From an optimization exercise on the open Yosys and OpenROAD flow, aimed at small area and a short achievable clock period; shortcuts taken in it are not production practice. RTL that was checked went through simulation tests only; none was proved equivalent to the original. No functional check of the RTL was part of runs 1 to 4 and 7. Power figures rest on the tool's default switching activity, not on a simulated workload.

File: standard.sh
#!/bin/bash
# synth_recipe.tcl (not shown) runs the flow's synth.tcl, then flattens the netlist and writes it again
# the make line also repeats each setting of config.mk as NAME=value (left out here)
make -C /OpenROAD-flow-scripts/flow DESIGN_CONFIG=/design/flow/config.mk WORK_HOME=/design/flow/orfs CLKGATE_MAP_FILE= SYNTH_SCRIPT=/design/flow/synth_recipe.tcl "${@:-finish}"
File: constraint.sdc
create_clock -name core_clock -period 4.0 [get_ports {clk}]
set_input_delay 0.8000 -clock core_clock [delete_from_list [all_inputs] [get_ports {clk}]]
set_output_delay 0.8000 -clock core_clock [all_outputs]
set_load 0.01 [all_outputs]
File: flow/run.sh
#!/bin/bash
# Standard ORFS layout, with the port buffers made from the smallest buffer
# cell instead of the delay cell buffer_ports picks by default.
set -euo pipefail
export BUFFER_PORTS_ARGS="-buffer_cell sky130_fd_sc_hd__buf_1"
bash standard.sh finish > standard_flow.log 2>&1
File: design.v
module FP16_add #(
    parameter C0 = 1,    
    parameter C1 = 1,    
    parameter C2 = 1,    
    parameter C3 = 1,    
    parameter C4 = 1,    
    parameter C5 = 1     
)(
    input wire [15:0]data1,
    input wire [15:0]data2,
    input wire clk,
    input wire rst,
    input wire input_valid,
    output reg [15:0]data_o,
    output reg output_update
    );
    localparam NS = C0 + C1 + C2 + C3 + C4 + C5;
    reg [NS-1:0] vld;
    always @(posedge clk or posedge rst) begin
        if (rst) vld <= {NS{1'b0}};
        else     vld <= {vld[NS-2:0], input_valid};
    end
    always @(*) output_update = vld[NS-1];
    wire [15:0] a, b;
    generate if (C0) begin : g0
        reg [15:0] ra, rb;
        always @(posedge clk) begin ra <= data1; rb <= data2; end
        assign a = ra; assign b = rb;
    end else begin : p0
        assign a = data1; assign b = data2;
    end endgenerate
    wire [4:0] ea = a[14:10], eb = b[14:10];
    wire ovf_0 = (&a) | (&b);                  
    wire gt_0 = a[14:0] > b[14:0];             
    wire egt = ea > eb;
    wire [4:0] dab = ea - eb, dba = eb - ea;
    wire [4:0] d = egt ? dab : dba;            
    wire [4:0] eh_0 = egt ? ea : eb;           
    wire eq0 = ~(|ea) & ~(|eb);
    wire drop_0 = (~eq0 & ~((|ea) & (|eb))) | (d > 5'd12);
    wire zall_0 = eq0 & ~gt_0;                 
    wire [9:0] fa_1, fb_1; wire gt_1, sa_1, sb_1, drop_1, ovf_1, zall_1; wire [3:0] sh_1; wire [4:0] eh_1;
    generate if (C1) begin : g1
        reg [9:0] r_fa, r_fb; reg r_gt, r_sa, r_sb, r_drop, r_ovf, r_zall; reg [3:0] r_sh; reg [4:0] r_eh;
        always @(posedge clk) begin
            r_fa <= a[9:0]; r_fb <= b[9:0]; r_gt <= gt_0; r_sa <= a[15]; r_sb <= b[15];
            r_drop <= drop_0; r_sh <= d[3:0]; r_eh <= eh_0; r_ovf <= ovf_0; r_zall <= zall_0;
        end
        assign fa_1 = r_fa; assign fb_1 = r_fb; assign gt_1 = r_gt; assign sa_1 = r_sa; assign sb_1 = r_sb;
        assign drop_1 = r_drop; assign sh_1 = r_sh; assign eh_1 = r_eh; assign ovf_1 = r_ovf; assign zall_1 = r_zall;
    end else begin : p1
        assign fa_1 = a[9:0]; assign fb_1 = b[9:0]; assign gt_1 = gt_0; assign sa_1 = a[15]; assign sb_1 = b[15];
        assign drop_1 = drop_0; assign sh_1 = d[3:0]; assign eh_1 = eh_0; assign ovf_1 = ovf_0; assign zall_1 = zall_0;
    end endgenerate
    wire [9:0] fh_1 = gt_1 ? fa_1 : fb_1;
    wire [9:0] fl_1 = gt_1 ? fb_1 : fa_1;
    wire sgn_1 = gt_1 ? sa_1 : sb_1;
    wire sub_1 = sa_1 ^ sb_1;
    wire [22:0] low23 = {2'b01, fl_1, 11'd0} >> sh_1;
    wire [12:0] al_1 = drop_1 ? 13'd0 : low23[21:9];
    wire st_1 = ~drop_1 & (|low23[8:0]);
    wire [13:0] lx_1 = {al_1, st_1} ^ {14{sub_1}};
    wire [5:0] eh1_1 = ({1'b0, eh_1} + 6'd1) | {6{ovf_1}};
    wire [13:0] lx_2; wire [5:0] eh1_2; wire [9:0] fh_2; wire sgn_2, sub_2, zall_2;
    generate if (C2) begin : g2
        reg [13:0] r_lx; reg [5:0] r_eh1; reg [9:0] r_fh; reg r_sgn, r_sub, r_zall;
        always @(posedge clk) begin
            r_lx <= lx_1; r_eh1 <= eh1_1; r_fh <= fh_1; r_sgn <= sgn_1; r_sub <= sub_1; r_zall <= zall_1;
        end
        assign lx_2 = r_lx; assign eh1_2 = r_eh1; assign fh_2 = r_fh;
        assign sgn_2 = r_sgn; assign sub_2 = r_sub; assign zall_2 = r_zall;
    end else begin : p2
        assign lx_2 = lx_1; assign eh1_2 = eh1_1; assign fh_2 = fh_1;
        assign sgn_2 = sgn_1; assign sub_2 = sub_1; assign zall_2 = zall_1;
    end endgenerate
    wire [14:0] hf = {2'b01, fh_2, 3'd0};
    wire [14:0] s_2 = hf + {sub_2, lx_2} + {14'd0, sub_2};
    wire [14:0] s_3; wire [5:0] eh1_3; wire sgn_3, zall_3;
    generate if (C3) begin : g3
        reg [14:0] r_s; reg [5:0] r_eh1; reg r_sgn, r_zall;
        always @(posedge clk) begin
            r_s <= s_2; r_eh1 <= eh1_2; r_sgn <= sgn_2; r_zall <= zall_2;
        end
        assign s_3 = r_s; assign eh1_3 = r_eh1; assign sgn_3 = r_sgn; assign zall_3 = r_zall;
    end else begin : p3
        assign s_3 = s_2; assign eh1_3 = eh1_2; assign sgn_3 = sgn_2; assign zall_3 = zall_2;
    end endgenerate
    wire [11:0] t = s_3[14:3];
    wire z8 = ~(|t[11:4]);
    wire [7:0] t1 = z8 ? {t[3:0], 4'd0} : t[11:4];
    wire z4 = ~(|t1[7:4]);
    wire [3:0] t2 = z4 ? t1[3:0] : t1[7:4];
    wire z2 = ~(|t2[3:2]);
    wire [1:0] t3 = z2 ? t2[1:0] : t2[3:2];
    wire z1 = ~t3[1];
    wire [3:0] lz = {z8, z4, z2, z1};
    wire [14:0] n1 = z8 ? {s_3[6:0], 8'd0} : s_3;
    wire [14:0] n2 = z4 ? {n1[10:0], 4'd0} : n1;
    wire [14:0] n3 = z2 ? {n2[12:0], 2'd0} : n2;
    wire [14:0] n4 = z1 ? {n3[13:0], 1'd0} : n3;
    wire [9:0] m_3 = n4[13:4];                 
    wire rnd_3 = n4[3] & (n4[4] | (|n4[2:0]));
    wire [6:0] e0_3 = {1'b0, eh1_3} - {3'd0, lz};
    wire z_3 = zall_3 | ~(|t);                 
    wire [9:0] m_4; wire rnd_4, z_4; wire [6:0] e0_4; wire sgn_4;
    generate if (C4) begin : g4
        reg [9:0] r_m; reg r_rnd, r_z; reg [6:0] r_e0; reg r_sgn;
        always @(posedge clk) begin
            r_m <= m_3; r_rnd <= rnd_3; r_e0 <= e0_3; r_sgn <= sgn_3; r_z <= z_3;
        end
        assign m_4 = r_m; assign rnd_4 = r_rnd; assign e0_4 = r_e0; assign sgn_4 = r_sgn; assign z_4 = r_z;
    end else begin : p4
        assign m_4 = m_3; assign rnd_4 = rnd_3; assign e0_4 = e0_3; assign sgn_4 = sgn_3; assign z_4 = z_3;
    end endgenerate
    reg [9:0] mr;
    integer j;
    always @(*)
        for (j = 0; j < 10; j = j + 1)
            mr[j] = m_4[j] ^ (rnd_4 & (&(m_4 | ~((10'd1 << j) - 10'd1))));
    wire c = rnd_4 & (&m_4);                   
    wire ones = &e0_4[4:0];
    wire ovf = (e0_4[6:5] == 2'b01) | (c & ones & (e0_4[6:5] == 2'b00));
    wire neg = e0_4[6] & ~(c & ones);
    wire [4:0] ef = e0_4[4:0] + {4'd0, c};
    wire [15:0] res = ovf ? 16'hffff : (z_4 | neg) ? 16'h0000 : {sgn_4, ef, mr};
    generate if (C5) begin : g5
        reg [15:0] r_o;
        always @(posedge clk) r_o <= res;
        always @(*) data_o = r_o;
    end else begin : p5
        always @(*) data_o = res;
    end endgenerate
endmodule
File: config.mk
export PLATFORM = sky130hd
export DESIGN_NAME = FP16_add
export DESIGN_NICKNAME = FP16_add
export VERILOG_FILES = /design/flow/design.v
export SDC_FILE = /design/flow/constraint.sdc
export NUM_CORES = 4
export LEC_CHECK = 0
export ABC_AREA = 1
export CAP_MARGIN = 20
export CORE_MARGIN = 2
export CORE_UTILIZATION = 40
export CTS_BUF_LIST = sky130_fd_sc_hd__clkbuf_4 sky130_fd_sc_hd__clkbuf_8
export CTS_CLUSTER_DIAMETER = 100
export CTS_CLUSTER_SIZE = 40
export PLACE_DENSITY = 0.6
export SETUP_SLACK_MARGIN = 1.8
export SLEW_MARGIN = 20
==> results of run 1 <==
==> state kept, by name, summed over array words and instances, names as in the netlist, 4 cells and up <==
name      flops
g1.r_sh       4
g2.r_fh      10
g1.r_fb      10
g0.ra        16
g2.r_lx      14
vld           6
g1.r_eh       5
g1.r_fa      10
g4.r_m       10
g3.r_eh1      6
g5.r_o       16
g0.rb        16
g3.r_s       15
g2.r_eh1      6
g4.r_e0       7
==> final cells by class <==
class	count	area [um2]
clock inverters	13	116.4
multi-input cells	543	3369
well taps	225	281.5
repair buffers	77	394.1
clock buffers	19	261.5
inverters	91	359.1
fillers	1694	9047
flip-flops and latches	165	3347
==> through the flow <==
step / util [%] / power [mW] / cell area [um2] / worst slack (ps)
after floorplan: - / 3.851 / 6985 / 1825
after global placement: 42.91 / 4.249 / 7371 / 1180
after detailed placement: 42.91 / 4.266 / 7371 / 1079
after CTS: 46.20 / 5.523 / 7936 / 1785
after global routing: 47.33 / 6.046 / 8129 / 1640
final: 47.33 / 5.577 / 8129 / 1794
==> routing by layer <==
| metal | global-route usage (%) | part of all wire [%] |
|---|---|---|
| met4 | 7.581 | 2.5 |
| met5 | 0 | 0 |
| met2 | 27.89 | 51 |
| met3 | 3.430 | 2.7 |
| met1 | 17.06 | 44 |
==> logic make-up after synthesis <==
logic type	after synthesis	share of synthesized area, %
mux	7	1.003
xor+xnor	42	5.266
simple gates	324	21.67
fa+ha+maj	43	7.917
compound gates	127	9.995
buf+inv	110	6.430
flops	165	47.72
==> what timing repair did <==
action,CTS,global route
hold endpoints to repair,0,0
gates cloned,0,0
endpoints found under the setup margin,17,27
pin swaps,12,17
resized for setup,26,38
setup buffers,14,10
==> worst max-delay path by stage <==
stage | cells after the start | to | start | slack [ps]
2_1_floorplan | 22 | g4.r_e0[4] | g3.r_s[10] | 1830
3_3_place_gp | 22 | g4.r_e0[4] | g3.r_s[10] | 1180
3_5_place_dp | 22 | g4.r_e0[4] | g3.r_s[10] | 1080
4_1_cts | 21 | g4.r_e0[4] | g3.r_s[7] | 1780
5_1_grt | 21 | g4.r_e0[4] | g3.r_s[13] | 1640
6_report | 21 | g4.r_e0[2] | g3.r_s[13] | 1790
==> worst register-to-register path: stages (launching register included) <==
cell and delay (ps):
dfxtp_2 330, nor2_2 120, nand2_2 70, nor2_4 200
buf_6 130, nand2_4 40, nand2_4 80, nor2_8 50
nand2_8 80, inv_8 40, nand2_4 50, nand2_4 50
nand2_4 70, nand2_4 50, inv_4 60, ha_4 130
inv_2 40, ha_4 150, inv_2 50, nand2_2 60
buf_4 130, xor2_1 130
==> placed cells by master (no fill, tap or decap), drive strengths merged, types with 19 or more instances in the layout <==
cell    count
a21oi      27
buf        77
clkbuf     19
dfxtp     159
ha         41
inv        97
nand2     207
nand3      38
nor2       49
o21ai      78
xor2       36
==> power groups by stage <==
stage | Combinational [mW] | Clock, mW | Sequential, mW
6_report | 2.13 | 1.12 | 2.33
4_1_cts | 2.05 | 1.15 | 2.32
3_3_place_gp | 1.89 | 0 | 2.36
5_1_grt | 2.43 | 1.23 | 2.39
2_1_floorplan | 1.52 | 0 | 2.33
3_5_place_dp | 1.91 | 0 | 2.36
==> metrics.md, run 1 <==
| Metric | Value |
|---|---|
| First-pass GRT wire length | 22.41 mm |
| Largest net degree at the start of global routing | 27 |
| Clock share of power | 20.0% |
| Hold-fix buffers, CTS | 0 |
| Mapped Area | 6985 um2 |
| Nets | 973 |
| Die Wd | 136.2 um |
| Drt pass-1 iters | 4 |
| Gpl congestion | 0.9009 |
| Sequential-to-total area share from yosys stat | 47.72% |
| N_diodes | 0 |
| Boundary pin count | 52 |
| Synth cell types | 48 |
| CTS buffer count | 17 |
| Post-synth top area share | 45.57% |
| Worst Skew | 19.33 ps |
| Run status | finished clean |
| Die ar. | 18540 um2 |
| Rel. slew slack | 67.69% |
| Synth cell count leaders | nand2_1, dfxtp_1, inv_1, o21ai_0, nor2_1 |
| Chip Height | 136.2 um |
| Ys async rst share | 3.636% |
| Post-route ant nets | 0 |
| Sequential Power Share | 41.7% |
| Gr usage total | 15.46% |
| Post-Syn Nets | 896 |
| Initial core utilization | 40.67% |
| Pint | 3.415 mW |
| Ratio of cells with drive above 1 in the final layout | 14.32% |
| Hold slack | 215.9 ps |
| Synth warn | 1 |
| CTS max path bufs | 2 |
| Cells after Synth | 818 |
| WP data arrival | 2550 ps |
| Reg2reg setup slack | 1790 ps |
| Combinational Power Share | 38.3% |
| Synth Register Bits | 165 |
| CP bufs+invs | 6 |
| Crit-path max cell delay | 330 ps |
| Ys flop type | dfxtp_1 |
| Post-DP HPWL | 10.11 mm |
| Cell mode on critical path | nand2_4 |
| Post-synth EDFFs | 0 |
| FMAX | 453.2 MHz |
| Placed Instances | 1077 |
| Vias | 5203 |
| Cell family with most CP delay | simple AND/OR/NAND/NOR gates |
| Net Sw Power | 2.162 mW |
| CP max stage cell | dfxtp_2 |
| Worst setup path class | reg -> reg |
| Largest area contributor in the netlist | dfxtp_1 |
| Cells along the critical path | nor2_2 -> nand2_2 -> nor2_4 -> buf_6 -> nand2_4 -> nand2_4 -> nor2_8 -> nand2_8 -> inv_8 -> nand2_4 -> nand2_4 -> nand2_4 -> nand2_4 -> inv_4 -> ha_4 -> inv_2 -> ha_4 -> inv_2 -> nand2_2 -> buf_4 -> xor2_1 |
| Area growth syn-to-layout | 16.37% |
| Core ar. | 17180 um2 |
| DRC Markers | 0 |
| Startpoint types | flip-flop |
| Worst-path clk slew | 90 ps |
| Worst Tran Pin Value | 478.4 ps |
| Cell Rows | 48 |
| Crit path time final | 2206 ps |
| Fin. Hold Viols | 0 |
| Max rail drop VDD | 0.0002832 V |
| FF-to-FF Start | g3.r_s[13] |
| CP Max Fanout | 7 |
| CTS root buf | clkbuf_8 |
| PortBufs | 51 |
| CTS tree | built |
| Clk sink count | 165 |
| Worst setup EP type | flip-flop |
| Switching Fraction | 38.76% |
| TNS Setup | 0 ps |
| Vias in the first global route | 5002 |
| Global route overflow | 0 |
| Tcrit/Tclk final | 55.16% |
| WL/cell | 11.77 um |
| Max_cap viols | 0 |
| Cells on worst reg2reg path | 21 |
| H-tree depth | 4 |
| Slew Viols, Final | 0 |
| Initial DRC Count | 181 |
| Final wirelength | 13.34 mm |
| CP Data Required Time | 4340 ps |
| Crit Reg-Reg Endpoint | g4.r_e0[2] |
| RSZ-0062 raised after global routing | yes |
| Worst skew pair latency | 460 ps |
| Layout Cells excl Fill | 1133 |
| Initial antenna violation count | 0 |
| Final setup viols | 0 |
| Routed vias/inst | 4.592 |
| Avg Inst Size Synth | 8.540 um2 |
| Most common cell in the netlist | nand2_1 |
| Hold Path Class | in -> async |
| Synth top area cells | dfxtp_1, nand2_1, ha_1 |
| PD cells | 686.1 nW/um2 |
| LEAKAGE | 3.745 nW |
==> run 2: changes to the inputs <==
--- a/design.v
+++ b/design.v
@@ -1,3 +1,3 @@
 module FP16_add #(
-    parameter C0 = 1,    
+    parameter C0 = 0,    
     parameter C1 = 1,    
--- a/config.mk
+++ b/config.mk
@@ -12,4 +12,2 @@
 export CTS_BUF_LIST = sky130_fd_sc_hd__clkbuf_4 sky130_fd_sc_hd__clkbuf_8
-export CTS_CLUSTER_DIAMETER = 100
-export CTS_CLUSTER_SIZE = 40
 export PLACE_DENSITY = 0.6
==> metrics.md, run 2 <==
| Metric | Value |
|---|---|
| Sequential-to-total area share from yosys stat | 42.20% (-5.5 points) |
| Gpl congestion | 0.8612 (-4.4%) |
| Clk sink count | 132 (-20%) |
| Max rail drop VDD | 0.0002881 V (+1.7%) |
| Reg2reg setup slack | 1770 ps (-20 ps) |
| Sequential Power Share | 36.7% (-5.0 points) |
| DRC Markers | 0 (unchanged) |
| WL/cell | 11.64 um (-1.1%) |
| Largest net degree at the start of global routing | 27 (unchanged) |
| Final wirelength | 12.65 mm (-5.2%) |
| Layout Cells excl Fill | 1086 (-4.1%) |
| FMAX | 449.0 MHz (-0.94%) |
| CP startpoint | g3.r_s[11] |
| Drt pass-1 iters | 5 (+1) |
| Die Wd | 129.7 um (-4.7%) |
| Post-synth top area share | 40.22% (-5.3 points) |
| Hold-fix buffers, CTS | 0 (unchanged) |
| Area growth syn-to-layout | 19.68% |
| Post-Syn Nets | 864 (-3.6%) |
| Worst Skew | 10.29 ps (-9.042 ps) |
| FF-to-FF Start | g3.r_s[11] |
| Largest reg by FF count | g5.r_o |
| Core ar. | 15310 um2 (-11%) |
| Initial core utilization | 41.27% (+0.61 points) |
| Mapped Area | 6321 um2 (-9.5%) |
| Worst skew pair latency | 440 ps (-20 ps) |
| CP max stage cell | dfxtp_2 |
| PD cells | 706.8 nW/um2 (+3.0%) |
| Pint | 3.354 mW (-1.8%) |
| Cells after Synth | 786 (-3.9%) |
| Fin. Hold Viols | 0 (unchanged) |
| CP Data Required Time | 4320 ps (-20 ps) |
| Most common cell in the netlist | nand2_1 |
| Vias in the first global route | 4734 (-5.4%) |
| Run status | finished clean |
| Initial antenna violation count | 0 (unchanged) |
| RSZ-0062 raised after global routing | yes |
| Most frequent cells in the layout | nand2_1, dfxtp_1, inv_1 |
| Synth warn | 1 (unchanged) |
| TNS Setup | 0 ps (unchanged) |
| Vias | 5007 (-3.8%) |
| Synth cell types | 48 (unchanged) |
| Cell family with most CP delay | simple AND/OR/NAND/NOR gates |
| Largest regs | g5.r_o (16), g3.r_s (15), g2.r_lx (14) |
| Synth Register Bits | 132 (-20%) |
| Post-synth EDFFs | 0 (unchanged) |
| Boundary pin count | 52 (unchanged) |
| Max reg flops | 16 |
| Nets | 940 (-3.4%) |
| Rel. slew slack | 62.72% (-5.0 points) |
| WP data arrival | 2550 ps (about the same) |
| Worst-path clk slew | 70 ps (-20 ps) |
| CP bufs+invs | 6 (unchanged) |
| CP Max Fanout | 8 (+1) |
| Crit path time final | 2227 ps (+20.98 ps) |
| H-tree depth | 4 (unchanged) |
| Cell mode on critical path | nand2_4 |
| Die ar. | 16820 um2 (-9.2%) |
| LEAKAGE | 3.518 nW (-6.0%) |
| Clock share of power | 23.1% (+3.1 points) |
| Core Util, Final | 49.40% (+2.1 points) |
| Post-DP HPWL | 10.01 mm (-0.97%) |
| Cells on worst reg2reg path | 21 (unchanged) |
| Post-route ant nets | 0 (unchanged) |
| Crit Reg-Reg Endpoint | g4.r_e0[2] |
| Initial DRC Count | 211 (+17%) |
| Synth cell count leaders | nand2_1, dfxtp_1, inv_1, o21ai_0, nor2_1 |
| Ratio of cells with drive above 1 in the final layout | 15.54% (+1.2 points) |
| First-pass GRT wire length | 21.39 mm (-4.6%) |
| Fill count | 1503 (-11%) |
| Final setup viols | 0 (unchanged) |
| N_diodes | 0 (unchanged) |
| Max_cap viols | 0 (unchanged) |
| Switching Fraction | 37.26% (-1.5 points) |
| CTS tree | built |
| Avg Inst Size Synth | 8.042 um2 (-5.8%) |
| PortBufs | 51 (unchanged) |
| Combinational Power Share | 40.2% (+1.9 points) |
| Placed Instances | 1031 (-4.3%) |
| Chip Height | 129.7 um (-4.7%) |
| Worst setup EP type | flip-flop |
| Ys async rst share | 3.788% (+0.15 points) |
| Cell Rows | 45 (-6.3%) |
| Commonest non-fill, non-tap cell in the layout | nand2_1 |
| Cells along the critical path | nor2_2 -> nand2_2 -> nor2_4 -> buf_6 -> nand2_4 -> nand2_4 -> nor2_8 -> nand2_8 -> inv_8 -> nand2_4 -> nand2_4 -> nand2_4 -> nand2_4 -> inv_4 -> ha_4 -> inv_2 -> ha_4 -> inv_2 -> nand2_2 -> buf_4 -> xor2_1 |
| Synth top area cells | dfxtp_1, nand2_1, ha_1 |
| CTS buffer count | 17 (unchanged) |
| Gr usage total | 16.24% (+0.78 points) |
| Tcrit/Tclk final | 55.68% (+0.52 points) |
| Ys flop type | dfxtp_1 |
| CTS max path bufs | 2 (unchanged) |
| Crit-path max cell delay | 320 ps (about the same) |
| Net Sw Power | 1.992 mW (-7.8%) |
| Global route overflow | 0 (unchanged) |
| CTS root buf | clkbuf_8 |
| Worst setup path class | reg -> reg |
| Routed vias/inst | 4.610 (+0.40%) |
| Hold Path Class | in -> async |
| Largest area contributor in the netlist | dfxtp_1 |
| Startpoint types | flip-flop |
| Worst Tran Pin Value | 551.9 ps (+73.53 ps) |
| Slew Viols, Final | 0 (unchanged) |
-- run 2: what timing repair did --
| action | in CTS | in global routing |
|---|---|---|
| endpoints found under the setup margin | 20 | 23 |
| setup buffers | 13 | 10 |
| resized for setup | 17 | 52 |
| pin swaps | 7 | 26 |
-- run 2: cell families after synthesis --
group / after synthesis / share of synthesized area [%]
AOI/OAI and AO/OA: 127 / 11.05
xor gates and xnor gates: 42 / 5.819
adders and majority gates: 43 / 8.749
buffers and inverters: 110 / 7.106
DFF: 132 / 42.20
muxes: 7 / 1.109
and+or+nand+nor: 325 / 23.97
-- run 2: worst max-delay path by stage --
stage | to | slack (ps) | depth (start not counted)
after detailed placement | g1.r_drop | 980 | 11
after CTS | g4.r_e0[6] | 1800 | 22
final | g4.r_e0[2] | 1770 | 21
after global placement | g1.r_drop | 1050 | 11
after floorplan | g1.r_drop | 1620 | 13
after global routing | g4.r_e0[4] | 1620 | 21
-- run 2: final cells by class --
type	count	area [um2]	share of cell area (%)
Clock inverter	11	171.4	2.266
Sequential cell	132	2676	35.38
Timing Repair Buffer	76	400.4	5.293
Tap cell	211	264.0	3.490
Multi-Input combinational cell	544	3405	45.00
Inverter	91	359.1	4.747
Clock buffer	21	289.0	3.821
-- run 2: per-stage QoR --
stage	setup WS, ps	cell area (um2)	power [mW]	hold WS [ps]
after floorplan	1622	6365	3.493	309.6
after global placement	1047	6726	3.885	310.3
after detailed placement	984.4	6726	3.896	312.8
after CTS	1804	7352	5.258	181.6
after global routing	1615	7565	5.807	207.4
final	1773	7565	5.347	221.5
-- run 2: routing by layer --
layer / vias to the layer above / GRT usage [%] / wire length [um]
li1: 2700 / - / -
met1: 2199 / 18.69 / 5578
met2: 85 / 28.06 / 6392
met3: 23 / 5.084 / 429
met4: 0 / 6.641 / 244
met5: - / 0 / 0
-- run 2: power by group through the flow --
| stage | combinational, mW | sequential, mW | clock (mW) |
|---|---|---|---|
| floorplan | 1.53 | 1.96 | 0 |
| global placement | 1.90 | 1.99 | 0 |
| detailed placement | 1.91 | 1.99 | 0 |
| CTS | 2.02 | 1.96 | 1.27 |
| global route | 2.46 | 2.01 | 1.33 |
| finish | 2.15 | 1.96 | 1.24 |
==> run 3: changes to the inputs <==
==> flow/run.sh (replaced) <==
#!/bin/bash
# Standard ORFS layout (the standard.sh) with two changes:
#  - port buffers use the smallest buffer cell instead of the delay cell
#    that buffer_ports picks by default;
#  - clock tree built from clkbuf_4 cells, without dummy loads.
set -euo pipefail
export BUFFER_PORTS_ARGS="-buffer_cell sky130_fd_sc_hd__buf_1"
export CTS_ARGS="-sink_clustering_enable -repair_clock_nets -buf_list sky130_fd_sc_hd__clkbuf_4 -dont_use_dummy_load"
bash standard.sh finish > standard_flow.log 2>&1
--- a/config.mk
+++ b/config.mk
@@ -11,3 +11,2 @@
 export CORE_UTILIZATION = 40
-export CTS_BUF_LIST = sky130_fd_sc_hd__clkbuf_4 sky130_fd_sc_hd__clkbuf_8
 export PLACE_DENSITY = 0.6
==> metrics.md, run 3 <==
| Metric | Value |
|---|---|
| Run status | finished clean |
| Vias in the first global route | 4714 (-0.42%) |
| Crit-path max cell delay | 330 ps (about the same) |
| Post-DP HPWL | 10.01 mm (unchanged) |
| Sequential-to-total area share from yosys stat | 42.20% (unchanged) |
| CTS max path bufs | 2 (unchanged) |
| Die Wd | 129.7 um (unchanged) |
| H-tree depth | 4 (unchanged) |
| Gpl congestion | 0.8612 (unchanged) |
| Synth warn | 1 (unchanged) |
| PD cells | 645.8 nW/um2 (-8.6%) |
| Routed vias/inst | 4.629 (+0.41%) |
| Cells along the critical path | nor2_2 -> nand2_2 -> nor2_4 -> buf_6 -> nand2_4 -> nand2_4 -> nor2_8 -> nand2_8 -> inv_6 -> nand2_2 -> nand2_2 -> nand2_4 -> nand2_4 -> inv_4 -> ha_4 -> inv_2 -> ha_4 -> inv_2 -> nand2_2 -> buf_4 -> xor2_1 |
| RSZ-0062 raised after global routing | yes |
| Initial antenna violation count | 0 (unchanged) |
| LEAKAGE | 3.356 nW (-4.6%) |
| Die ar. | 16820 um2 (unchanged) |
| CTS root buf | clkbuf_4 |
| WL/cell | 11.86 um (+1.9%) |
| CTS buffer count | 17 (unchanged) |
| CP bufs+invs | 6 (unchanged) |
| Initial DRC Count | 221 (+4.7%) |
| Cells after Synth | 786 (unchanged) |
| Post-route ant nets | 0 (unchanged) |
| WP data arrival | 2610 ps (+60 ps) |
| Boundary pin count | 52 (unchanged) |
| Initial core utilization | 41.27% (unchanged) |
| CP max stage cell | dfxtp_2 |
| Max rail drop VDD | 0.0002218 V (-23%) |
| Final design area excluding fillers | 7211 um2 (-4.7%) |
| CP Max Fanout | 9 (+1) |
| Largest net degree at the start of global routing | 27 (unchanged) |
| CP Data Required Time | 4380 ps (+60 ps) |
| First-pass GRT wire length | 21.28 mm (-0.52%) |
| Startpoint types | flip-flop |
| TNS Setup | 0 ps (unchanged) |
| FMAX | 449.2 MHz (about the same) |
| Final wirelength | 12.71 mm (+0.48%) |
| Ys flop type | dfxtp_1 |
| Post-synth top area share | 40.22% (unchanged) |
| Commonest non-fill, non-tap cell in the layout | nand2_1 |
| Vias | 4958 (-0.98%) |
| Placed inst area | 6726 um2 (unchanged) |
| Worst slack at placement | 984.4 ps (unchanged) |
| Fin. Hold Viols | 0 (unchanged) |
| Final setup viols | 0 (unchanged) |
| Slew Viols, Final | 0 (unchanged) |
| PnR worst setup slack | 1774 ps (+1.020 ps) |
| Synth Register Bits | 132 (unchanged) |
| Cell Rows | 45 (unchanged) |
| Mapped Area | 6321 um2 (unchanged) |
| Most frequent cells in the layout | nand2_1, dfxtp_1, inv_1 |
| Crit path time final | 2226 ps (-1.020 ps) |
| Ys async rst share | 3.788% (unchanged) |
| Worst-path clk slew | 80 ps (about the same) |
| Rel. slew slack | 68.89% (+6.2 points) |
| Cell family with most CP delay | simple AND/OR/NAND/NOR gates |
| Global route overflow | 0 (unchanged) |
| Worst Tran Pin Value | 460.6 ps (-91.35 ps) |
| Synth cell count leaders | nand2_1, dfxtp_1, inv_1, o21ai_0, nor2_1 |
| Core ar. | 15310 um2 (unchanged) |
| Largest area contributor in the netlist | dfxtp_1 |
| Hold Path Class | in -> async |
| Synth top area cells | dfxtp_1, nand2_1, ha_1 |
| PortBufs | 51 (unchanged) |
| Hold-fix buffers, CTS | 0 (unchanged) |
| Drt pass-1 iters | 5 (unchanged) |
| Gr usage total | 16.08% (-0.16 points) |
| Max reg flops | 16 (unchanged) |
| Ratio of cells with drive above 1 in the final layout | 13.85% (-1.7 points) |
| DRC Markers | 0 (unchanged) |
| Tcrit/Tclk final | 55.66% (about the same) |
| Post-Syn Nets | 864 (unchanged) |
| Post-synth EDFFs | 0 (unchanged) |
| Largest regs | g5.r_o (16), g3.r_s (15), g2.r_lx (14) |
| Largest reg by FF count | g5.r_o |
| Synth cell types | 48 (unchanged) |
| Most common cell in the netlist | nand2_1 |
| CTS tree | built |
| Nets | 939 (-0.11%) |
| Worst skew pair latency | 520 ps (+80 ps) |
| Chip Height | 129.7 um (unchanged) |
| Clk sink count | 132 (unchanged) |
| Max_cap viols | 0 (unchanged) |
| Worst setup EP type | flip-flop |
| Area growth syn-to-layout | 14.07% |
| Worst Skew | 52.66 ps (+42.38 ps) |
| Avg Inst Size Synth | 8.042 um2 (unchanged) |
| Worst setup path class | reg -> reg |
| Final Power | 4.656 mW (-13%) |
run 3: path summary, 6_finish.rpt:
check	from	slack (ps)	endpoint	cells past startpoint
worst max-delay path	g3.r_s[11]	1770	g4.r_e0[2]	21
worst min-delay path	rst	170	vld[2]	2
worst max register to register	g3.r_s[11]	1770	g4.r_e0[2]	21
worst min register to register	g2.r_eh1[4]	290	g3.r_eh1[4]	0
max in group asynchronous	rst	3670	vld[1]	2
min in group core_clock	g2.r_eh1[4]	290	g3.r_eh1[4]	0
run 3: cell type report:
| type | count | area [um2] |
|---|---|---|
| tap | 211 | 264.0 |
| multi-input combinational | 544 | 3362 |
| inverter | 91 | 356.6 |
| antenna | 1 | 2.502 |
| sequential | 132 | 2685 |
| clock buffer | 17 | 127.6 |
| fill | 1557 | 8104 |
| timing repair buffer | 75 | 412.9 |
run 3: stage by stage:
stage	hold WS, ps	utilization [%]	cells
2_1_floorplan	309.6	-	786
3_3_place_gp	310.3	43.92	1031
3_5_place_dp	312.8	43.92	1031
4_1_cts	111.5	45.78	1061
5_1_grt	126.2	47.07	1070
6_report	167.7	47.08	1071
run 3: timing repair:
item                                    in CTS  in global routing
setup buffers                               13                  8
pin swaps                                    6                 23
gates cloned                                 0                  1
endpoints found under the setup margin      15                 24
resized for setup                           14                 53
hold endpoints to repair                     0                  0
run 3: layer usage:
metal  vias to the layer above  wire [um]  GRT usage [%]
met5                         -          0              0
met4                         0        235          6.578
met3                        17        380          4.510
met2                        77       6400          28.12
met1                      2175       5691          18.55
li1                       2689          -              -
run 3: where the power goes:
group          internal, mW  leakage [nW]  switching [mW]  total [mW]
clock network         0.194        0.0782           0.366       0.560
logic                 0.865          2.15            1.26        2.13
registers              1.74          1.13           0.231        1.97
total                  2.80          3.36            1.86        4.66
run 3: cells by family (layout without fill, tap and decap cells):
logic type	Yosys count	count (layout)	share of synthesized area [%]
other cells	0	1	0
mux	7	7	1.109
compound gates	127	127	11.05
fa+ha+maj	43	43	8.749
simple gates	325	325	23.97
xor+xnor	42	42	5.819
flops	132	132	42.20
buf+inv	110	183	7.106
run 3: worst register-to-register path: stages (launching register included):
cell     delay [ps]
dfxtp_2         330
nor2_2          120
nand2_2          80
nor2_4          170
buf_6           130
nand2_4          40
nand2_4          90
nor2_8           60
nand2_8          80
inv_6            50
nand2_2          50
nand2_2          60
nand2_4          70
nand2_4          50
inv_4            60
ha_4            130
inv_2            40
ha_4            140
inv_2            50
nand2_2          50
buf_4           130
xor2_1          130
==> run 4: changes to the inputs <==
--- a/config.mk
+++ b/config.mk
@@ -10,5 +10,5 @@
 export CORE_MARGIN = 2
-export CORE_UTILIZATION = 40
-export PLACE_DENSITY = 0.6
-export SETUP_SLACK_MARGIN = 1.8
+export CORE_UTILIZATION = 55
+export PLACE_DENSITY = 0.7
+export SETUP_SLACK_MARGIN = 2.1
 export SLEW_MARGIN = 20
==> metrics.md, run 4 <==
| Metric | Value |
|---|---|
| Run status | finished clean |
| Cells after Synth | 786 (unchanged) |
| PnR worst setup slack | 1844 ps (+70.86 ps) |
| Chip Height | 111.2 um (-14%) |
| First-pass GRT wire length | 22.69 mm (+6.6%) |
| Pint | 3.051 mW (+9.1%) |
| Vias | 5415 (+9.2%) |
| PortBufs | 51 (unchanged) |
| FMAX | 463.9 MHz (+3.3%) |
| CTS buffer count | 17 (unchanged) |
| Hold slack | 160.5 ps (-7.271 ps) |
| Vias in the first global route | 5137 (+9.0%) |
| Area growth syn-to-layout | 24.23% |
| Layout Cells excl Fill | 1037 (-3.2%) |
| Metal-1 WL | 5.915 mm (+3.9%) |
| WP data arrival | 2550 ps (-60 ps) |
| Synth Register Bits | 132 (unchanged) |
| Fill count | 912 (-41%) |
| Final wirelength | 14.20 mm (+12%) |
| Largest net degree at the start of global routing | 18 (-33%) |
| Commonest non-fill, non-tap cell in the layout | nand2_1 |
| Hold Path Class | in -> async |
| Die Wd | 111.2 um (-14%) |
| Largest regs | g5.r_o (16), g3.r_s (15), g2.r_lx (14) |
| Initial core utilization | 55.84% (+15 points) |
| Ys async rst share | 3.788% (unchanged) |
| Placed Instances | 963 (-6.6%) |
| N_diodes | 0 (-1) |
| Synth cell types | 48 (unchanged) |
| Post-synth top area share | 40.22% (unchanged) |
| Max rail drop VDD | 0.0005970 V (+170%) |
| DRC Markers | 0 (unchanged) |
| Max_cap viols | 0 (unchanged) |
| PD cells | 658.8 nW/um2 (+2.0%) |
| Switching Fraction | 41.02% (+1.1 points) |
| Largest area contributor in the netlist | dfxtp_1 |
| Core ar. | 11320 um2 (-26%) |
| CTS root buf | clkbuf_4 |
| TNS Setup | 0 ps (unchanged) |
| Crit path time final | 2156 ps (-70.86 ps) |
| Worst skew pair latency | 510 ps (about the same) |
| RSZ-0062 raised after global routing | yes |
| Gpl congestion | 0.9105 (+5.7%) |
| CP Data Required Time | 4400 ps (+20 ps) |
| Cell Rows | 39 (-13%) |
| Clock share of power | 10.9% (-1.1 points) |
| Most frequent cells in the layout | nand2_1, dfxtp_1, inv_1 |
| Worst Skew | 41.47 ps (-11.19 ps) |
| Register area | 2700 um2 (+0.56%) |
| Initial DRC Count | 208 (-5.9%) |
| Avg Inst Size Synth | 8.042 um2 (unchanged) |
| Max reg flops | 16 (unchanged) |
| Net Sw Power | 2.122 mW (+14%) |
| H-tree depth | 4 (unchanged) |
| Synth cell count leaders | nand2_1, dfxtp_1, inv_1, o21ai_0, nor2_1 |
| Synth top area cells | dfxtp_1, nand2_1, ha_1 |
| Boundary pin count | 52 (unchanged) |
| Final setup viols | 0 (unchanged) |
| Startpoint types | flip-flop |
| Clk sink count | 132 (unchanged) |
| Fin. Hold Viols | 0 (unchanged) |
| Gr usage total | 22.64% (+6.6 points) |
| Drt pass-1 iters | 5 (unchanged) |
| Post-DP HPWL | 10.40 mm (+3.9%) |
| CP Max Fanout | 5 (-4) |
| Multi-input logic area | 3701 um2 (+10%) |
| Worst Tran Pin Value | 519.6 ps (+59.05 ps) |
| LEAKAGE | 3.618 nW (+7.8%) |
| Mapped Area | 6321 um2 (unchanged) |
| Post-synth EDFFs | 0 (unchanged) |
| Combinational Power Share | 50.1% (+4.4 points) |
| CTS max path bufs | 2 (unchanged) |
| Top sig layer | met4 |
| Worst setup EP type | flip-flop |
| Routed vias/inst | 5.222 (+13%) |
| CTS tree | built |
| CP startpoint | g3.r_s[12] |
| Core Util, Final | 69.36% (+22 points) |
| Global route overflow | 0 (unchanged) |
| Slew Viols, Final | 0 (unchanged) |
| Nets | 974 (+3.7%) |
| Ratio of cells with drive above 1 in the final layout | 25.95% (+12 points) |
| Largest reg by FF count | g5.r_o |
| Post-route ant nets | 0 (unchanged) |
| Sequential-to-total area share from yosys stat | 42.20% (unchanged) |
| Rel. slew slack | 64.91% (-4.0 points) |
| Ys flop type | dfxtp_1 |
| Worst slack at placement | 881.1 ps (-103.3 ps) |
| Worst-path clk slew | 90 ps (about the same) |
| Sequential Power Share | 39.0% (-3.3 points) |
| WL/cell | 13.69 um (+15%) |
| FF-to-FF Start | g3.r_s[12] |
| Routed length on met2 | 7.466 mm (+17%) |
| WL met3 | 520 um (+37%) |
| Most common cell in the netlist | nand2_1 |
| Synth warn | 1 (unchanged) |
| Tcrit/Tclk final | 53.89% (-1.8 points) |
| Initial antenna violation count | 0 (unchanged) |
| Die ar. | 12370 um2 (-26%) |
| Post-Syn Nets | 864 (unchanged) |
| Worst setup path class | reg -> reg |
-- run 4: layer usage --
metal  vias up  global-route usage (%)
li1       2771                       -
met1      2482                   25.85
met2       133                   41.54
met3        29                   5.194
met4         0                   7.490
met5         -                       0
-- run 4: kinds of logic (layout without fill, tap and decap cells) --
family,after synthesis,in the layout,share of synthesized area [%]
AND/OR/NAND/NOR,325,325,23.97
multiplexers,7,7,1.109
flip-flops,132,132,42.20
buffers and inverters,110,218,7.106
XOR/XNOR,42,42,5.819
AO/OA/AOI/OAI,127,127,11.05
adder cells (fa/ha/maj),43,43,8.749
-- run 4: final timing paths --
check | to | slack, ps | cells past startpoint
max | g4.r_e0[4] | 1840 | 20
min | vld[2] | 160 | 2
max reg2reg | g4.r_e0[4] | 1840 | 20
min reg2reg | g4.r_sgn | 300 | 0
max in group asynchronous | vld[1] | 3680 | 2
min in group core_clock | g4.r_sgn | 300 | 0
-- run 4: repair_timing --
action                     CTS  global route
cloned                       1             2
setup buffers               24            30
pin swaps                   34            53
hold buffers                 0             0
setup endpoints to repair   52            48
resized for setup           70           106
-- run 4: through the flow --
| stage | area (um2) | power (mW) |
|---|---|---|
| global route | 7853 | 5.584 |
| global placement | 6754 | 3.952 |
| CTS | 7279 | 4.776 |
| detailed placement | 6754 | 4.011 |
| finish | 7853 | 5.174 |
| floorplan | 6477 | 3.567 |
-- run 4: cell type report --
class                      instances  share of cell area (%)
inverter                          91                   5.115
multi-input combinational        544                   47.13
timing repair inverter             1                 0.06373
timing repair buffer             109                   9.401
sequential                       132                   34.38
clock buffer                      17                   1.625
tap                              143                   2.279
-- run 4: power by group through the flow --
stage,Sequential [mW],Clock (mW),Combinational [mW]
6_report,2.02,0.564,2.59
5_1_grt,2.06,0.634,2.89
4_1_cts,1.99,0.586,2.20
3_5_place_dp,2.00,0,2.01
3_3_place_gp,1.99,0,1.96
2_1_floorplan,1.97,0,1.60
-- run 4: worst max-delay path, cell delays in order (launching register included) --
cell,delay (ps)
dfxtp_1,350
nor2_2,110
nand2_2,80
nor2_4,180
nand2_2,100
nand2_4,110
nor2_8,50
nand2_8,90
nand2_4,70
nand2_8,90
nand2_4,70
nand2_8,80
inv_8,30
ha_4,150
inv_4,50
ha_4,110
inv_2,30
nand2_2,70
nand3_2,70
nand3b_1,110
nand2_1,60
==> run 5: changes to the inputs <==
--- a/design.v
+++ b/design.v
@@ -88,14 +88,10 @@
     wire [11:0] t = s_3[14:3];
-    wire z8 = ~(|t[11:4]);
-    wire [7:0] t1 = z8 ? {t[3:0], 4'd0} : t[11:4];
-    wire z4 = ~(|t1[7:4]);
-    wire [3:0] t2 = z4 ? t1[3:0] : t1[7:4];
-    wire z2 = ~(|t2[3:2]);
-    wire [1:0] t3 = z2 ? t2[1:0] : t2[3:2];
-    wire z1 = ~t3[1];
-    wire [3:0] lz = {z8, z4, z2, z1};
-    wire [14:0] n1 = z8 ? {s_3[6:0], 8'd0} : s_3;
-    wire [14:0] n2 = z4 ? {n1[10:0], 4'd0} : n1;
-    wire [14:0] n3 = z2 ? {n2[12:0], 2'd0} : n2;
-    wire [14:0] n4 = z1 ? {n3[13:0], 1'd0} : n3;
+    wire nz2 = |t[11:8], nz1 = |t[7:4], nz0 = |t[3:0];
+    wire [1:0] q2 = {~t[11] & ~t[10], ~t[11] & (t[10] | ~t[9])};
+    wire [1:0] q1 = {~t[7] & ~t[6], ~t[7] & (t[6] | ~t[5])};
+    wire [1:0] q0 = {~t[3] & ~t[2], ~t[3] & (t[2] | ~t[1])};
+    wire [1:0] qf = nz2 ? q2 : nz1 ? q1 : q0;
+    wire [3:0] lz = {~nz2 & ~nz1, ~nz2 & nz1, qf};
+    wire [14:0] n1 = nz2 ? s_3 : nz1 ? {s_3[10:0], 4'd0} : {s_3[6:0], 8'd0};
+    wire [14:0] n4 = n1 << qf;
     wire [9:0] m_3 = n4[13:4];                 
@@ -103,3 +99,3 @@
     wire [6:0] e0_3 = {1'b0, eh1_3} - {3'd0, lz};
-    wire z_3 = zall_3 | ~(|t);                 
+    wire z_3 = zall_3 | ~(nz2 | nz1 | nz0);                 
     wire [9:0] m_4; wire rnd_4, z_4; wire [6:0] e0_4; wire sgn_4;
--- a/config.mk
+++ b/config.mk
@@ -10,5 +10,5 @@
 export CORE_MARGIN = 2
-export CORE_UTILIZATION = 55
-export PLACE_DENSITY = 0.7
-export SETUP_SLACK_MARGIN = 2.1
+export CORE_UTILIZATION = 40
+export PLACE_DENSITY = 0.6
+export SETUP_SLACK_MARGIN = 1.8
 export SLEW_MARGIN = 20
==> metrics.md, run 5 <==
| Metric | Value |
|---|---|
| Worst Tran Pin Value | 502.2 ps (-17.39 ps) |
| Synth Register Bits | 132 (unchanged) |
| Rel. slew slack | 66.47% (+1.6 points) |
| Max rail drop VDD | 0.0002204 V (-63%) |
| Chip Height | 129.8 um (+17%) |
| Most frequent cells in the layout | nand2_1, dfxtp_1, nand3_1 |
| Fin. Hold Viols | 0 (unchanged) |
| CTS root buf | clkbuf_4 |
| Layout Cells excl Fill | 1057 (+1.9%) |
| Largest reg by FF count | g5.r_o |
| Crit Reg-Reg Endpoint | g4.r_e0[5] |
| Die ar. | 16850 um2 (+36%) |
| Synth cell types | 53 (+10%) |
| PD cells | 645.6 nW/um2 (-2.0%) |
| Worst setup path class | reg -> reg |
| Clk sink count | 132 (unchanged) |
| Ys async rst share | 3.788% (unchanged) |
| Global route overflow | 0 (unchanged) |
| FMAX | 481.7 MHz (+3.8%) |
| CP Data Required Time | 4420 ps (+20 ps) |
| Worst skew pair latency | 500 ps (about the same) |
| Avg Inst Size Synth | 8.016 um2 (-0.33%) |
| Hold-fix buffers, CTS | 0 (unchanged) |
| Post-synth top area share | 40.15% (-0.072 points) |
| First-pass GRT wire length | 21.88 mm (-3.6%) |
| Run status | finished clean |
| Worst Skew | 35.96 ps (-5.514 ps) |
| Ys flop type | dfxtp_1 |
| Area growth syn-to-layout | 9.781% |
| Placed Instances | 1034 (+7.4%) |
| WP data arrival | 2500 ps (-50 ps) |
| Post-route ant nets | 0 (unchanged) |
| TNS Setup | 0 ps (unchanged) |
| Synth warn | 1 (unchanged) |
| CTS tree | built |
| Vias in the first global route | 4829 (-6.0%) |
| LEAKAGE | 3.233 nW (-11%) |
| Reg2reg setup slack | 1920 ps (+80 ps) |
| Gpl congestion | 0.8671 (-4.8%) |
| Synth cell count leaders | nand2_1, dfxtp_1, nand3_1, inv_1, ha_1 |
| Ratio of cells with drive above 1 in the final layout | 8.284% (-18 points) |
| GR Layer Usage met3 | 4.551% (-0.64 points) |
| RSZ-0062 raised after global routing | yes |
| Initial core utilization | 41.35% (-14 points) |
| Initial DRC Count | 243 (+17%) |
| Boundary pin count | 52 (unchanged) |
| Cells on worst reg2reg path | 11 (-45%) |
| PnR worst setup slack | 1924 ps (+79.43 ps) |
| Gr usage total | 16.48% (-6.2 points) |
| Core Util, Final | 45.39% (-24 points) |
| Post-synth EDFFs | 0 (unchanged) |
| Worst setup EP type | flip-flop |
| Final Power | 4.488 mW (-13%) |
| Sequential-to-total area share from yosys stat | 42.13% (-0.075 points) |
| Final wirelength | 13.10 mm (-7.8%) |
| Worst-path clk slew | 100 ps (about the same) |
| Max_cap viols | 0 (unchanged) |
| Largest regs | g5.r_o (16), g3.r_s (15), g2.r_lx (14) |
| Tcrit/Tclk final | 51.90% (-2.0 points) |
| Slew Viols, Final | 0 (unchanged) |
| WL/cell | 12.39 um (-9.5%) |
| Post-DP HPWL | 10.52 mm (+1.2%) |
| Commonest non-fill, non-tap cell in the layout | nand2_1 |
| Post-Syn Nets | 869 (+0.58%) |
| Most common cell in the netlist | nand2_1 |
| Max reg flops | 16 (unchanged) |
| Cell Rows | 45 (+15%) |
| Hold Path Class | in -> async |
| Die Wd | 129.8 um (+17%) |
| CP startpoint | g3.r_s[14] |
| PortBufs | 51 (unchanged) |
| Core ar. | 15310 um2 (+35%) |
| Crit path time final | 2076 ps (-79.43 ps) |
| CTS max path bufs | 2 (unchanged) |
| Final setup viols | 0 (unchanged) |
| CTS buffer count | 17 (unchanged) |
| Nets | 926 (-4.9%) |
| Mapped Area | 6332 um2 (+0.18%) |
| Worst slack at placement | 1334 ps (+452.8 ps) |
| Synth top area cells | dfxtp_1, nand2_1, ha_1 |
| Largest area contributor in the netlist | dfxtp_1 |
| Met2 Use GR | 27.93% (-14 points) |
| Startpoint types | flip-flop |
| Routed vias/inst | 4.806 (-8.0%) |
| CP Max Fanout | 7 (+2) |
| DRC Markers | 0 (unchanged) |
| Initial antenna violation count | 1 (+1) |
| Drt pass-1 iters | 5 (unchanged) |
| Busiest grt layer | met2 |
| Vias | 5080 (-6.2%) |
| Largest net degree at the start of global routing | 23 (+5) |
| H-tree depth | 4 (unchanged) |
| GR Layer Usage met1 | 20.36% (-5.5 points) |
| Cells after Synth | 790 (+0.51%) |
| FF-to-FF Start | g3.r_s[14] |
[run 5: cell count changes in the layout (fill, tap and decap cells not counted), moves of 9 or more]
cell,previous run,this run
nand2_4,13,3
o21ai_2,25,6
buf_4,52,7
buf_1,42,51
dfxtp_2,14,1
ha_1,26,38
ha_4,13,1
dfxtp_1,109,126
nand3_1,32,89
[run 5: area by class of cell]
cell class              instances  area, um2
fillers                      1588       8363
clock buffers                  17      127.6
inverters                      89      345.3
repair buffers                 58      244.0
multi-input cells             549       3299
flip-flops and latches        132       2669
diodes                          1      2.502
well taps                     211      264.0
[run 5: worst max path at each step]
stage                      end  cells past startpoint
floorplan            g1.r_drop                     12
global placement     g1.r_drop                     14
detailed placement   g1.r_drop                     14
CTS                 g4.r_e0[5]                     11
global route        g4.r_e0[5]                     13
finish              g4.r_e0[5]                     11
[run 5: metal layers]
layer  vias to the layer above  wire, um
li1                       2715         -
met3                        12       467
met5                         -         0
met2                        89      6342
met1                      2264      6127
met4                         0       163
[run 5: logic make-up (layout without fill, tap and decap cells)]
| kind of cell | count (synthesis) | count (layout) | share of synthesized area, % |
|---|---|---|---|
| flip-flops | 132 | 132 | 42.13 |
| other | 0 | 1 | 0 |
| AO/OA/AOI/OAI | 108 | 108 | 10.24 |
| AND/OR/NAND/NOR | 353 | 353 | 25.17 |
| adder cells (fa/ha/maj) | 44 | 44 | 9.050 |
| buffers and inverters | 109 | 164 | 7.311 |
| multiplexers | 1 | 1 | 0.1581 |
| XOR/XNOR | 43 | 43 | 5.948 |
[run 5: per-stage QoR]
step / instance area [um2] / hold WS [ps]
final: 6952 / 172.2
after global routing: 6952 / 112.6
after CTS: 6882 / 108.1
after detailed placement: 6684 / 312.1
after global placement: 6684 / 310.2
after floorplan: 6354 / 309.6
[run 5: what timing repair did]
item / in CTS / in global routing
endpoints found under the setup margin: 6 / 6
pin swaps: 1 / 3
gates resized for setup: 10 / 15
setup buffers: 3 / 2
[run 5: worst max-delay path: stages (launching register included)]
cell,delay (ps)
dfxtp_2,370
nor2_4,140
nand3_4,140
clkinvlp_4,140
buf_4,140
nand2_4,90
ha_4,250
a21oi_1,110
and2_1,170
inv_1,50
a211oi_1,230
xor2_1,160
[run 5: power breakdown]
part	switching (mW)	leakage [nW]	internal, mW
sequential	0.243	1.13	1.72
clock	0.370	0.0782	0.194
combinational	1.21	2.03	0.748
==> run 6: changes to the inputs <==
--- a/config.mk
+++ b/config.mk
@@ -12,3 +12,3 @@
 export PLACE_DENSITY = 0.6
-export SETUP_SLACK_MARGIN = 1.8
+export SETUP_SLACK_MARGIN = 2.0
 export SLEW_MARGIN = 20
==> metrics.md, run 6 <==
| Metric | Value |
|---|---|
| CTS max path bufs | 2 (unchanged) |
| Drt pass-1 iters | 5 (unchanged) |
| PortBufs | 51 (unchanged) |
| Worst-path clk slew | 90 ps (about the same) |
| Cell Rows | 45 (unchanged) |
| Switching Fraction | 40.13% (-0.49 points) |
| LEAKAGE | 3.363 nW (+4.0%) |
| DRC Markers | 0 (unchanged) |
| Layout Cells excl Fill | 1076 (+1.8%) |
| CTS tree | built |
| Initial antenna violation count | 0 (-1) |
| Vias | 5259 (+3.5%) |
| Combinational Power Share | 45.8% (+2.2 points) |
| CTS root buf | clkbuf_4 |
| Vias in the first global route | 4854 (+0.52%) |
| Max reg flops | 16 (unchanged) |
| Sequential Power Share | 42.1% (-1.7 points) |
| Net Sw Power | 1.893 mW (+3.8%) |
| Placed inst area | 6745 um2 (+0.92%) |
| Run status | finished clean |
| Core Util, Final | 47.37% (+2.0 points) |
| Largest area contributor in the netlist | dfxtp_1 |
| Chip Height | 129.8 um (unchanged) |
| Routed vias/inst | 4.888 (+1.7%) |
| Ratio of cells with drive above 1 in the final layout | 13.64% (+5.4 points) |
| Final wirelength | 13.43 mm (+2.5%) |
| Max rail drop VDD | 0.0002205 V (about the same) |
| Slew Viols, Final | 0 (unchanged) |
| PD cells | 650.1 nW/um2 (+0.70%) |
| Synth cell count leaders | nand2_1, dfxtp_1, nand3_1, inv_1, ha_1 |
| Tcrit/Tclk final | 50.18% (-1.7 points) |
| H-tree depth | 4 (unchanged) |
| Mapped Area | 6332 um2 (unchanged) |
| Area growth syn-to-layout | 14.56% |
| Final Power | 4.716 mW (+5.1%) |
| CP Data Required Time | 4410 ps (about the same) |
| RSZ-0062 raised after global routing | yes |
| Crit path time final | 2007 ps (-68.73 ps) |
| Placed Instances | 1035 (+0.097%) |
| Final setup viols | 0 (unchanged) |
| TNS Setup | 0 ps (unchanged) |
| Ys async rst share | 3.788% (unchanged) |
| Post-route ant nets | 0 (unchanged) |
| FMAX | 498.2 MHz (+3.4%) |
| Most frequent cells in the layout | nand2_1, dfxtp_1, nand3_1 |
| Initial core utilization | 41.35% (unchanged) |
| Ys flop type | dfxtp_1 |
| Hold Path Class | in -> async |
| WL/cell | 12.49 um (+0.74%) |
| Fin. Hold Viols | 0 (unchanged) |
| Post-synth EDFFs | 0 (unchanged) |
| Boundary pin count | 52 (unchanged) |
| Clk sink count | 132 (unchanged) |
| Largest reg by FF count | g5.r_o |
| Most common cell in the netlist | nand2_1 |
| Post-Syn Nets | 869 (unchanged) |
| Cells after Synth | 790 (unchanged) |
| Rel. slew slack | 68.11% (+1.6 points) |
| Sequential-to-total area share from yosys stat | 42.13% (unchanged) |
| Initial DRC Count | 299 (+23%) |
| Register area | 2681 um2 (+0.47%) |
| Worst setup EP type | flip-flop |
| Avg Inst Size Synth | 8.016 um2 (unchanged) |
| Nets | 946 (+2.2%) |
| Synth warn | 1 (unchanged) |
| N_diodes | 0 (-1) |
| WP data arrival | 2420 ps (-80 ps) |
| Final design area excluding fillers | 7254 um2 (+4.4%) |
| Largest regs | g5.r_o (16), g3.r_s (15), g2.r_lx (14) |
| Commonest non-fill, non-tap cell in the layout | nand2_1 |
| Clock share of power | 12.1% (-0.5 points) |
| CP Max Fanout | 6 (-1) |
| Worst skew pair latency | 500 ps (about the same) |
| Pint | 2.824 mW (+6.0%) |
| Largest net degree at the start of global routing | 23 (unchanged) |
| Max_cap viols | 0 (unchanged) |
| Post-DP HPWL | 10.45 mm (-0.65%) |
| Worst Skew | 50.76 ps (+14.80 ps) |
| Worst setup path class | reg -> reg |
| Global route overflow | 0 (unchanged) |
| Post-synth top area share | 40.15% (unchanged) |
| Gr usage total | 16.82% (+0.34 points) |
| CTS buffer count | 17 (unchanged) |
| Fill count | 1528 (-3.8%) |
| Synth top area cells | dfxtp_1, nand2_1, ha_1 |
| First-pass GRT wire length | 22.38 mm (+2.3%) |
| Startpoint types | flip-flop |
| Die ar. | 16850 um2 (unchanged) |
| Reg2reg setup slack | 1990 ps (+70 ps) |
| Worst Tran Pin Value | 477.7 ps (-24.48 ps) |
| Gpl congestion | 0.8639 (-0.37%) |
| Synth cell types | 53 (unchanged) |
| Synth Register Bits | 132 (unchanged) |
| Multi-input logic area | 3393 um2 (+2.8%) |
| Core ar. | 15310 um2 (unchanged) |
| Die Wd | 129.8 um (unchanged) |
==> run 6: cell count changes in the layout (fill, tap and decap cells not counted), moves of 5 or more <==
cell	change
buf_4	+16
dfxtp_1	-8
dfxtp_2	+7
inv_1	-7
o21ai_0	-5
==> run 6: power groups by stage <==
stage,clock network (mW),logic [mW],registers [mW]
2_1_floorplan,0,1.46,1.96
3_3_place_gp,0,1.85,1.99
3_5_place_dp,0,1.85,2.00
4_1_cts,0.605,1.94,1.97
5_1_grt,0.665,2.45,2.04
6_report,0.569,2.16,1.99
==> run 6: stage by stage <==
step                      hold WS [ps]  worst slack [ps]
after global routing             89.98              1888
after detailed placement         312.1              1340
after floorplan                  309.6              1907
final                            155.1              1993
after CTS                        104.2              1923
after global placement           310.4              1367
==> run 6: what timing repair did <==
action                                  CTS  global route
endpoints found under the setup margin    9            13
hold buffers                              0             0
hold endpoints to repair                  0             0
gates cloned                              0             1
pin swaps                                 3             9
setup buffers                             6            17
resized for setup                        21            40
==> run 6: final cells by class <==
cell class              count  share of cell area [%]
clock buffers              17                   1.759
inverters                  89                   5.140
multi-input cells         549                   46.77
flip-flops and latches    132                   36.96
well taps                 211                   3.639
repair buffers             78                   5.726
==> run 6: worst paths after layout <==
| kind | startpoint | to | depth (start not counted) |
|---|---|---|---|
| max | g3.r_s[13] | g4.r_e0[5] | 12 |
| min | rst | vld[4] | 2 |
| max reg2reg | g3.r_s[13] | g4.r_e0[5] | 12 |
| min reg2reg | g2.r_eh1[0] | g3.r_eh1[0] | 0 |
| max in group asynchronous | rst | vld[1] | 2 |
| min in group core_clock | g2.r_eh1[0] | g3.r_eh1[0] | 0 |
==> run 6: logic make-up after synthesis <==
| group | Yosys count | share of synthesized area (%) |
|---|---|---|
| XOR/XNOR | 43 | 5.948 |
| AND/OR/NAND/NOR | 353 | 25.17 |
| multiplexers | 1 | 0.1581 |
| adder cells (fa/ha/maj) | 44 | 9.050 |
| flip-flops | 132 | 42.13 |
| AO/OA/AOI/OAI | 108 | 10.24 |
| buffers and inverters | 109 | 7.311 |
==> run 6: layer usage <==
metal	GRT usage (%)	up-vias	routed length [um]
met5	0	-	0
met4	4.175	0	93
met3	4.305	11	549
met2	28.46	108	6481
met1	21.54	2382	6310
li1	-	2758	-
==> run 6: critical path: stages (launching register included) <==
cell,delay [ps]
dfxtp_4,360
nor2_4,130
nand3_4,140
o21ai_4,220
a21oi_4,50
buf_6,130
clkinv_8,50
ha_1,210
nand3_1,80
and2_4,150
inv_1,40
a211oi_2,230
xor2_1,150
==> run 7: changes to the inputs <==
--- a/design.v
+++ b/design.v
@@ -40,15 +40,14 @@
     wire drop_0 = (~eq0 & ~((|ea) & (|eb))) | (d > 5'd12);
-    wire zall_0 = eq0 & ~gt_0;                 
-    wire [9:0] fa_1, fb_1; wire gt_1, sa_1, sb_1, drop_1, ovf_1, zall_1; wire [3:0] sh_1; wire [4:0] eh_1;
+    wire [9:0] fa_1, fb_1; wire gt_1, sa_1, sb_1, drop_1, ovf_1; wire [3:0] sh_1; wire [4:0] eh_1;
     generate if (C1) begin : g1
-        reg [9:0] r_fa, r_fb; reg r_gt, r_sa, r_sb, r_drop, r_ovf, r_zall; reg [3:0] r_sh; reg [4:0] r_eh;
+        reg [9:0] r_fa, r_fb; reg r_gt, r_sa, r_sb, r_drop, r_ovf; reg [3:0] r_sh; reg [4:0] r_eh;
         always @(posedge clk) begin
             r_fa <= a[9:0]; r_fb <= b[9:0]; r_gt <= gt_0; r_sa <= a[15]; r_sb <= b[15];
-            r_drop <= drop_0; r_sh <= d[3:0]; r_eh <= eh_0; r_ovf <= ovf_0; r_zall <= zall_0;
+            r_drop <= drop_0; r_sh <= d[3:0]; r_eh <= eh_0; r_ovf <= ovf_0;
         end
         assign fa_1 = r_fa; assign fb_1 = r_fb; assign gt_1 = r_gt; assign sa_1 = r_sa; assign sb_1 = r_sb;
-        assign drop_1 = r_drop; assign sh_1 = r_sh; assign eh_1 = r_eh; assign ovf_1 = r_ovf; assign zall_1 = r_zall;
+        assign drop_1 = r_drop; assign sh_1 = r_sh; assign eh_1 = r_eh; assign ovf_1 = r_ovf;
     end else begin : p1
         assign fa_1 = a[9:0]; assign fb_1 = b[9:0]; assign gt_1 = gt_0; assign sa_1 = a[15]; assign sb_1 = b[15];
-        assign drop_1 = drop_0; assign sh_1 = d[3:0]; assign eh_1 = eh_0; assign ovf_1 = ovf_0; assign zall_1 = zall_0;
+        assign drop_1 = drop_0; assign sh_1 = d[3:0]; assign eh_1 = eh_0; assign ovf_1 = ovf_0;
     end endgenerate
@@ -58,2 +57,3 @@
     wire sub_1 = sa_1 ^ sb_1;
+    wire zall_1 = ~(|eh_1) & ~gt_1;
     wire [22:0] low23 = {2'b01, fl_1, 11'd0} >> sh_1;
@@ -99,3 +99,3 @@
     wire [6:0] e0_3 = {1'b0, eh1_3} - {3'd0, lz};
-    wire z_3 = zall_3 | ~(nz2 | nz1 | nz0);                 
+    wire z_3 = zall_3 | ~(nz2 | nz1 | nz0);    
     wire [9:0] m_4; wire rnd_4, z_4; wire [6:0] e0_4; wire sgn_4;
--- a/config.mk
+++ b/config.mk
@@ -12,3 +12,3 @@
 export PLACE_DENSITY = 0.6
-export SETUP_SLACK_MARGIN = 2.0
+export SETUP_SLACK_MARGIN = 1.8
 export SLEW_MARGIN = 20
==> metrics.md, run 7 <==
| Metric | Value |
|---|---|
| Run status | finished clean |
| First-pass GRT wire length | 21.49 mm (-4.0%) |
| Synth Register Bits | 131 (-0.76%) |
| Sequential-to-total area share from yosys stat | 42.11% (about the same) |
| Mux cell area share after synthesis | 0.1592% (+0.0011 points) |
| Commonest non-fill, non-tap cell in the layout | nand2_1 |
| Chip Height | 129.4 um (-0.35%) |
| Placed inst area | 6664 um2 (-1.2%) |
| Final wirelength | 13.33 mm (-0.79%) |
| Initial core utilization | 41.21% (-0.14 points) |
| Final setup viols | 0 (unchanged) |
| FMAX | 473.6 MHz (-4.9%) |
| Compound-cell area share of the yosys netlist | 9.811% (-0.42 points) |
| TNS Setup | 0 ps (unchanged) |
| DRC Markers | 0 (unchanged) |
| CTS root buf | clkbuf_4 |
| Initial antenna violation count | 1 (+1) |
| Avg Inst Size Synth | 7.949 um2 (-0.84%) |
| Final design area excluding fillers | 6975 um2 (-3.8%) |
| Gpl congestion | 0.8632 (about the same) |
| Core ar. | 15260 um2 (-0.37%) |
| Rel. slew slack | 60.78% (-7.3 points) |
| PD cells | 642.8 nW/um2 (-1.1%) |
| Gr usage total | 16.29% (-0.53 points) |
| Largest regs | g5.r_o (16), g3.r_s (15), g2.r_lx (14) |
| H-tree depth | 4 (unchanged) |
| RSZ-0062 raised after global routing | yes |
| Largest area contributor in the netlist | dfxtp_1 |
| Synth cell types | 49 (-7.5%) |
| CP Data Required Time | 4440 ps (+30 ps) |
| Crit path time final | 2111 ps (+104.1 ps) |
| Synth Area in Adders | 9.114% (+0.065 points) |
| Post-synth top area share | 40.12% (about the same) |
| Post-synth EDFFs | 0 (unchanged) |
| Final Power | 4.484 mW (-4.9%) |
| Max reg flops | 16 (unchanged) |
| Tcrit/Tclk final | 52.79% (+2.6 points) |
| Placed Instances | 1035 (unchanged) |
| Max_cap viols | 0 (unchanged) |
| Worst setup path class | reg -> reg |
| Startpoint types | flip-flop |
| Cells after Synth | 791 (+0.13%) |
| CTS tree | built |
| PortBufs | 51 (unchanged) |
| WL/cell | 12.51 um (+0.24%) |
| Synth top area cells | dfxtp_1, nand2_1, ha_1 |
| Layout Cells excl Fill | 1065 (-1.0%) |
| Ys async rst share | 3.817% (+0.029 points) |
| Drt pass-1 iters | 5 (unchanged) |
| Synth Area in Simple Gates | 25.47% (+0.30 points) |
| Routed vias/inst | 4.877 (-0.22%) |
| Die Wd | 129.4 um (-0.35%) |
| Nets | 934 (-1.3%) |
| WP data arrival | 2550 ps (+130 ps) |
| FF-to-FF Start | g3.r_s[14] |
| Hold slack | 144.6 ps (-10.59 ps) |
| Max rail drop VDD | 0.0002204 V (about the same) |
| CTS max path bufs | 2 (unchanged) |
| Worst Tran Pin Value | 580.7 ps (+102.9 ps) |
| Crit Reg-Reg Endpoint | g4.r_e0[5] |
| Worst Skew | 29.43 ps (-21.33 ps) |
| LEAKAGE | 3.259 nW (-3.1%) |
| Worst slack at placement | 985.4 ps (-354.4 ps) |
| Synth warn | 1 (unchanged) |
| Initial DRC Count | 202 (-32%) |
| Largest family of logic cells by synthesized area | simple AND/OR/NAND/NOR gates |
| Post-route ant nets | 0 (unchanged) |
| Largest net degree at the start of global routing | 24 (+4.3%) |
| Die ar. | 16740 um2 (-0.69%) |
| Clk sink count | 131 (-0.76%) |
| Worst setup EP type | flip-flop |
==> run 7: area by class of cell <==
class,count,area [um2],area share (%)
clock buffers,17,127.6,1.830
well taps,211,264.0,3.785
inverters,86,336.6,4.825
repair buffers,62,279.0,4.000
flip-flops and latches,131,2650,37.99
repair inverters,2,12.51,0.1794
diodes,1,2.502,0.03587
multi-input cells,555,3303,47.35
==> run 7: power by group <==
group          internal, mW  switching, mW
Clock                 0.194          0.369
Combinational         0.756           1.21
Sequential             1.72          0.234
==> run 7: worst max-delay path, cell delays in order (launching register included) <==
cell and delay, ps:
dfxtp_2 350, nor2_2 180, nand3_4 170, o21ai_1 260
a21oi_4 60, clkinv_2 130, ha_1 250, nand3_1 80
and2_1 150, inv_1 50, a211oi_1 230, xor2_1 160
==> run 7: worst max-delay path by stage <==
stage / startpoint / end / slack, ps / cells after the start
finish: g3.r_s[14] / g4.r_e0[5] / 1890 / 11
floorplan: g3.r_s[14] / g4.r_e0[5] / 1800 / 12
CTS: g3.r_s[14] / g4.r_e0[5] / 1790 / 11
global route: g3.r_s[14] / g4.r_e0[5] / 1680 / 11
detailed placement: g3.r_s[14] / g4.r_e0[5] / 990 / 11
global placement: g3.r_s[14] / g4.r_e0[5] / 1050 / 11
==> run 7: routing by layer <==
metal  wire, um  GRT usage (%)  vias up
li1           -              -     2729
met1       5936          19.07     2306
met2       6582          28.70      139
met3        597          4.459       20
met4        212          5.627        0
met5          0              0        -
==> run 7: timing repair <==
item                       in CTS  in global routing
setup endpoints to repair      14                 13
cloned                          0                  3
setup buffers                   3                  6
pin swaps                       0                  4
resized for setup              13                 16
==> run 7: cells by family (layout without fill, tap and decap cells) <==
group | after synthesis | count (layout)
AO/OA/AOI/OAI | 103 | 103
XOR/XNOR | 47 | 47
adder cells (fa/ha/maj) | 44 | 44
buffers and inverters | 106 | 167
flip-flops | 131 | 131
multiplexers | 1 | 1
other | 0 | 1
AND/OR/NAND/NOR | 359 | 360

afterwards: timing with drivers on the ports:
Ports are ideal in the flow. The routed layouts listed here were re-timed in OpenROAD. Step 1: set_driving_cell puts a clkbuf_16 on clk and a buf_2 on each other input, an assumption about the parent block. Step 2 moves the port delays by t, midway between the first and last clock arrival at a register: inputs arrive t later, outputs are due t later. That takes back most of the time a late clock gives input paths. Three values: ideal, step 1, step 2; two values: the first two.
run	t, ns	slack for setup (ns)	hold WS [ns]
run 1	0.482	1.794 / 1.794 / 1.794	0.216 / 0.200 / 0.331
run 2	0.468	1.773 / 1.773 / 1.417	0.222 / 0.207 / 0.320
run 3	0.530	1.774 / 1.774 / 1.388	0.168 / 0.154 / 0.287
run 4	0.524	1.844 / 1.844 / 1.461	0.160 / 0.149 / 0.298
run 5	0.513	1.924 / 1.924 / 1.430	0.172 / 0.156 / 0.331
run 6	0.508	1.993 / 1.993 / 1.569	0.155 / 0.143 / 0.333
run 7	0.522	1.889 / 1.889 / 1.474	0.145 / 0.128 / 0.300
After both steps every run listed still meets setup and hold. For run 5, which loses most, drivers alone change the setup slack by 0.000 ns; drivers and shift together by -0.494 ns.
